This is an optimization exercise on Yosys and OpenROAD, whose aim is small area and a short achievable clock period, not a production implementation.
Power is estimated from default activity; no workload was simulated.

Setup of job 8382:
==> flow/design.v <==
module fifo #(
    parameter LENGTH = 32,
    parameter WIDTH  = 16
) (
    input logic reset_i,
    input logic clk_i,
    input logic read_en,
    input logic write_en,
    input logic [WIDTH-1:0] data_i,
    output logic empty_o,
    output logic full_o,
    output logic [WIDTH-1:0] data_o
);
  localparam LO = 4;
  localparam HI = LENGTH / LO;
  logic [LO-1:0] wlo, rlo;
  logic [HI-1:0] whi, rhi;
  logic nonempty_r, full_r;
  logic [WIDTH-1:0] mem [LENGTH-1:0];
  wire rd = read_en & nonempty_r;
  wire wr = write_en & ~full_r;
  wire [LO-1:0] rlo_n = {rlo[LO-2:0], rlo[LO-1]};
  wire [HI-1:0] rhi_n = rlo[LO-1] ? {rhi[HI-2:0], rhi[HI-1]} : rhi;
  wire [LO-1:0] wlo_n = {wlo[LO-2:0], wlo[LO-1]};
  wire [HI-1:0] whi_n = wlo[LO-1] ? {whi[HI-2:0], whi[HI-1]} : whi;
  wire one_left = |(rlo_n & wlo) & |(rhi_n & whi);
  wire one_free = |(wlo_n & rlo) & |(whi_n & rhi);
  assign empty_o = ~nonempty_r | reset_i;
  assign full_o  = full_r & ~reset_i;
  logic [WIDTH-1:0] rdata;
  always_comb begin
    rdata = '0;
    for (int j = 0; j < HI; j++)
      for (int i = 0; i < LO; i++)
        rdata = rdata | (mem[LO*j+i] & {WIDTH{rhi[j] & rlo[i]}});
  end
  always_ff @(posedge clk_i, posedge reset_i) begin
    if (reset_i) begin
      wlo        <= LO'(1);
      whi        <= HI'(1);
      rlo        <= LO'(1);
      rhi        <= HI'(1);
      nonempty_r <= 1'b0;
      full_r     <= 1'b0;
      data_o     <= 0;
    end else begin
      if (rd) begin
        data_o <= rdata;
        rlo    <= rlo_n;
        rhi    <= rhi_n;
      end
      if (wr) begin
        wlo <= wlo_n;
        whi <= whi_n;
      end
      nonempty_r <= wr | (nonempty_r & ~(rd & one_left));
      full_r     <= ~rd & (full_r | (wr & one_free));
    end
  end
  always_ff @(posedge clk_i) begin
    for (int j = 0; j < HI; j++)
      for (int i = 0; i < LO; i++)
        if (~full_r & whi[j] & wlo[i]) mem[LO*j+i] <= data_i;
  end
endmodule
make LEC_CHECK=0 CAP_MARGIN=20 CORE_MARGIN=2 CORE_UTILIZATION=70 SETUP_SLACK_MARGIN=2.1 SLEW_MARGIN=20 finish   # period 4.0 ns
run.sh (not shown) runs the stock make flow with config.mk's settings and CLKGATE_MAP_FILE= SYNTH_SCRIPT=/design/flow/synth_recipe.tcl, a recipe that flattens the netlist after the stock synthesis.
Job 8382: no failed stages, no open violations at the end
[inputs] job 7380 vs job 8382
==> flow/flow/run.sh (new file) <==
#!/bin/bash
bash standard.sh MATCH_CELL_FOOTPRINT=0 "BUFFER_PORTS_ARGS=-buffer_cell sky130_fd_sc_hd__buf_4" \
  "CTS_ARGS=-sink_clustering_enable -repair_clock_nets -dont_use_dummy_load -sink_clustering_size 24 -sink_clustering_max_diameter 80" \
  finish > standard.log 2>&1
==> flow/standard.sh (new file) <==
#!/bin/bash
# synth_recipe.tcl (not shown) runs the flow's synth.tcl, then flattens the netlist and writes it again
# the make line also repeats each setting of config.mk as NAME=value (left out here)
make -C /OpenROAD-flow-scripts/flow DESIGN_CONFIG=/design/flow/config.mk WORK_HOME=/design/flow/orfs CLKGATE_MAP_FILE= SYNTH_SCRIPT=/design/flow/synth_recipe.tcl "${@:-finish}"
--- a/flow/config.mk
+++ b/flow/config.mk
@@ -8,5 +8,5 @@
 export CAP_MARGIN = 20
 export CORE_MARGIN = 2
-export CORE_UTILIZATION = 70
-export SETUP_SLACK_MARGIN = 2.1
+export CORE_UTILIZATION = 60
+export SETUP_SLACK_MARGIN = 1.9
 export SLEW_MARGIN = 20
removed: flow/run.sh
==> results.txt <==
Compared with job 8382, job 7380 improves final instance area.
Clock distribution area overhead in the final layout ended up 3.5 points lower on job 7380 than on job 8382.
NOTE: critical path data arrival time in job 7380 falls short of that of job 8382
Against job 8382, job 7380 reports a share of final-layout standard cells stronger than drive strength 1 that is lower.
The share of final layout cell area taken by non-clock buffers in job 7380 was lower than what job 8382 gave.
Compared with job 8382, in job 7380 minimum period implied by the final worst setup slack saw a decrease; number of inserted diodes saw a decrease.
--- input diff job 7380..job 1458 ---
==> flow/run.sh (new file) <==
#!/bin/bash
# synth_recipe.tcl (not shown) runs the flow's synth.tcl, then flattens the netlist and writes it again
# the make line also repeats each setting of config.mk as NAME=value (left out here)
make -C /OpenROAD-flow-scripts/flow DESIGN_CONFIG=/design/flow/config.mk WORK_HOME=/design/flow/orfs CLKGATE_MAP_FILE= SYNTH_SCRIPT=/design/flow/synth_recipe.tcl finish
removed: flow/flow/run.sh
removed: flow/standard.sh
Results
Job 1458 vs job 7380, clock group share of total power went up by 11 points.
[compare] base=job 7380 new=job 1458: fraction of the cycle the final worst path needs increased 0.73 points, overall global routing resource usage increased 1.2 points, met2 track demand over resource in global routing increased 3.1 points.
## Diff of input files: job 861 against job 1458
==> flow/flow/run.sh (new file) <==
#!/bin/bash
bash standard.sh MATCH_CELL_FOOTPRINT=0 "BUFFER_PORTS_ARGS=-buffer_cell sky130_fd_sc_hd__buf_4" finish > standard.log 2>&1
==> flow/standard.sh (new file) <==
#!/bin/bash
# synth_recipe.tcl (not shown) runs the flow's synth.tcl, then flattens the netlist and writes it again
# the make line also repeats each setting of config.mk as NAME=value (left out here)
make -C /OpenROAD-flow-scripts/flow DESIGN_CONFIG=/design/flow/config.mk WORK_HOME=/design/flow/orfs CLKGATE_MAP_FILE= SYNTH_SCRIPT=/design/flow/synth_recipe.tcl "${@:-finish}"
removed: flow/run.sh
==> results.txt <==
- Compared with job 1458, job 861 shows setup slack higher by 0.019 ns.
- Comparing job 1458 and job 861, worst hold slack after final layout is higher on job 1458.
- Diff job 1458 -> job 861 | number of gates resized after CTS | down by more than half
- Row final-layout non-clock buffer area share: job 861 lower / job 1458 higher
- Diff job 1458 -> job 861: internal power summed over all cells shows no meaningful change, ratio of final minimum period to clock period went down 0.48 points, critical path depth went down 2.
- Area growth from synthesis to final layout delta for job 861 relative to job 1458: 0.90 points lower
Function was not checked in any run of this note: the RTL went through the layout flow alone.


fifo, a different RTL version from the one above (not shown whole).
For scale: ~1100 cells after synthesis, ~540 flip-flops, roughly 38 I/O pins.
Design fifo, start of the top module:
module fifo #(
    parameter LENGTH = 32,
    parameter WIDTH  = 16
) (
    input logic reset_i,
    input logic clk_i,
    input logic read_en,
    input logic write_en,
    input logic [WIDTH-1:0] data_i,
    output logic empty_o,
    output logic full_o,
    output logic [WIDTH-1:0] data_o
);
  localparam LO = 4;
  localparam HI = LENGTH / LO;
  logic [LO-1:0] lo;
  logic [HI-1:0] hi;
  logic nonempty_r, full_r;
  logic [WIDTH-1:0] mem [LENGTH-1:0];
  wire rd = read_en & nonempty_r;
  wire wr = write_en & ~full_r;
  wire one_left = lo[0] & hi[0];           
  wire one_free = lo[LO-2] & hi[HI-1];     
  assign empty_o = ~nonempty_r;
  assign full_o  = full_r;
  logic [WIDTH-1:0] rdata;
  always_comb begin
    rdata = '0;
    for (int j = 0; j < HI; j++)
      for (int i = 0; i < LO; i++)
        rdata = rdata | (mem[LO*j+i] & {WIDTH{hi[j] & lo[i]}});
  end
  always_ff @(posedge clk_i, posedge reset_i) begin
    if (reset_i) begin
      lo         <= LO'(1) << (LO - 1);
  ...
Settings: LEC_CHECK=0, CAP_MARGIN=20, CORE_MARGIN=2, CORE_UTILIZATION=60, SETUP_SLACK_MARGIN=2.12, SLEW_MARGIN=20; clock period 4.0 ns.
standard.sh (not shown) runs the stock make flow with config.mk's settings and CLKGATE_MAP_FILE= SYNTH_SCRIPT=/design/flow/synth_recipe.tcl, a recipe that flattens the netlist after the stock synthesis.
==> flow/flow/run.sh <==
#!/bin/bash
bash standard.sh MATCH_CELL_FOOTPRINT=0 "BUFFER_PORTS_ARGS=-buffer_cell sky130_fd_sc_hd__buf_4" \
  "CTS_ARGS=-sink_clustering_enable -repair_clock_nets -dont_use_dummy_load -sink_clustering_size 24 -sink_clustering_max_diameter 80" \
  finish > standard.log 2>&1
Rerun with:
--- a/flow/config.mk
+++ b/flow/config.mk
@@ -9,4 +9,4 @@
 export CORE_MARGIN = 2
 export CORE_UTILIZATION = 60
-export SETUP_SLACK_MARGIN = 2.12
+export SETUP_SLACK_MARGIN = 2.05
 export SLEW_MARGIN = 20
Outcome: The changed run ran to the end with no violations. Cell count shrinks by 1.4%. Core utilization shrinks by 1.8 points. Sequential cell count does not change. Wire length shrinks by 4.4%. Power shrinks by 0.38%. Setup slack is better by 17 ps. Sequential power barely changes. Combinational power shrinks by about 9%.
No run of this note included a check of the RTL's function; only the layout flow was run.


fifo, a different RTL version from the one above (not shown whole).
For scale: roughly 1200 cells after synthesis, ~540 flip-flops.
## fifo
module fifo #(
    parameter LENGTH = 32,
    parameter WIDTH  = 16
) (
    input logic reset_i,
    input logic clk_i,
    input logic read_en,
    input logic write_en,
    input logic [WIDTH-1:0] data_i,
    output logic empty_o,
    output logic full_o,
    output logic [WIDTH-1:0] data_o
);
make LEC_CHECK=0 CAP_MARGIN=20 CORE_MARGIN=2 CORE_UTILIZATION=70 SETUP_SLACK_MARGIN=1.7 SLEW_MARGIN=20 finish   # period 4.0 ns
run.sh (not shown) runs the stock make flow with config.mk's settings and CLKGATE_MAP_FILE= SYNTH_SCRIPT=/design/flow/synth_recipe.tcl, a recipe that flattens the netlist after the stock synthesis.
Stock flow here: none of the scripts above is used.
Change:
--- a/flow/config.mk
+++ b/flow/config.mk
@@ -8,5 +8,4 @@
 export CAP_MARGIN = 20
 export CORE_MARGIN = 2
-export CORE_UTILIZATION = 70
-export SETUP_SLACK_MARGIN = 1.7
+export CORE_UTILIZATION = 40
 export SLEW_MARGIN = 20
The changed run completed with no timing, DRC or antenna violations.
Sequential power rose slightly.
Clock skew went up by 0.016 ns.
Synthesized cell count stays the same.
Die area went up by well over a third.
Non-clock buffer count drops by 20.
Clock-buffer cell count went up by 1.
Design area grows slightly.
Core utilization is lower by 34 points.
Clock power came out higher by a few percent.
Maximum frequency came out lower by a quarter to a third.
Synthesized area is unchanged.
Change:
--- a/flow/config.mk
+++ b/flow/config.mk
@@ -8,4 +8,5 @@
 export CAP_MARGIN = 20
 export CORE_MARGIN = 2
-export CORE_UTILIZATION = 40
+export CORE_UTILIZATION = 60
+export SETUP_SLACK_MARGIN = 1.9
 export SLEW_MARGIN = 20
What happened: The changed run ran to the end with no violations; total power came out higher by 5.5%; wire length falls by 1.7%; global-route usage came out higher by 8.7 points; die area is lower by 33%.
Change:
--- a/flow/config.mk
+++ b/flow/config.mk
@@ -9,4 +9,4 @@
 export CORE_MARGIN = 2
 export CORE_UTILIZATION = 60
-export SETUP_SLACK_MARGIN = 1.9
+export SETUP_SLACK_MARGIN = 2.2
 export SLEW_MARGIN = 20
What happened: The changed run passed the timing, design-rule and antenna checks. Critical path depth came out higher by 6. Setup slack improves by 0.097 ns. Core utilization came out higher by 3.2 points. Design area came out higher by 4.6%. Clock power came out higher by about 2%. Wire length came out higher by about 5%. Power came out higher by about 7.4%. Clock-buffer cell count came out higher by 15.
Function was not checked in any run of this note: the RTL went through the layout flow alone.

-- separate check: timing with driven ports --
In the flow no input, the clock included, has a driving cell. The finished layouts below were timed again as built, in two steps. Step 1, drivers: a clkbuf_16 drives clk_i and a buf_2 each remaining input, both assumed. Step 2, shift: input delay + t, output delay - t, t = (earliest + latest rising clock arrival at the registers) / 2. This alone moves slack from input paths to output paths. a / b / c = no drivers / after step 1 / after step 2; a / b = the first two.
run	t, ns	setup WS [ns]	clock arrival spread, ns
job 8382	0.614	1.856 / 1.856 / 1.565	0.017 / 0.016
job 7380	0.628	1.891 / 1.856 / 1.551	0.047 / 0.046
job 1458	0.643	1.862 / 1.809 / 1.278	0.013 / 0.013
job 861	0.633	1.882 / 1.865 / 1.522	0.025 / 0.024
the first run of note 2	0.623	2.026 / 1.974 / 1.673	0.019 / 0.019
the second run of note 2	0.619	2.043 / 1.990 / 1.597	0.028 / 0.027
the first run of note 3	0.607	1.737 / 1.710 / 1.428	0.014 / 0.013
the second run of note 3	0.649	0.746 / 0.746 / 0.746	0.027 / 0.027
the third run of note 3	0.639	1.760 / 1.705 / 1.552	0.018 / 0.018
the fourth run of note 3	0.643	1.857 / 1.814 / 1.624	0.021 / 0.021
After both steps setup and hold are still met in every run listed. The setup slack of job 1458, which loses most, moves by -0.053 ns with the drivers and by -0.584 ns with both steps.
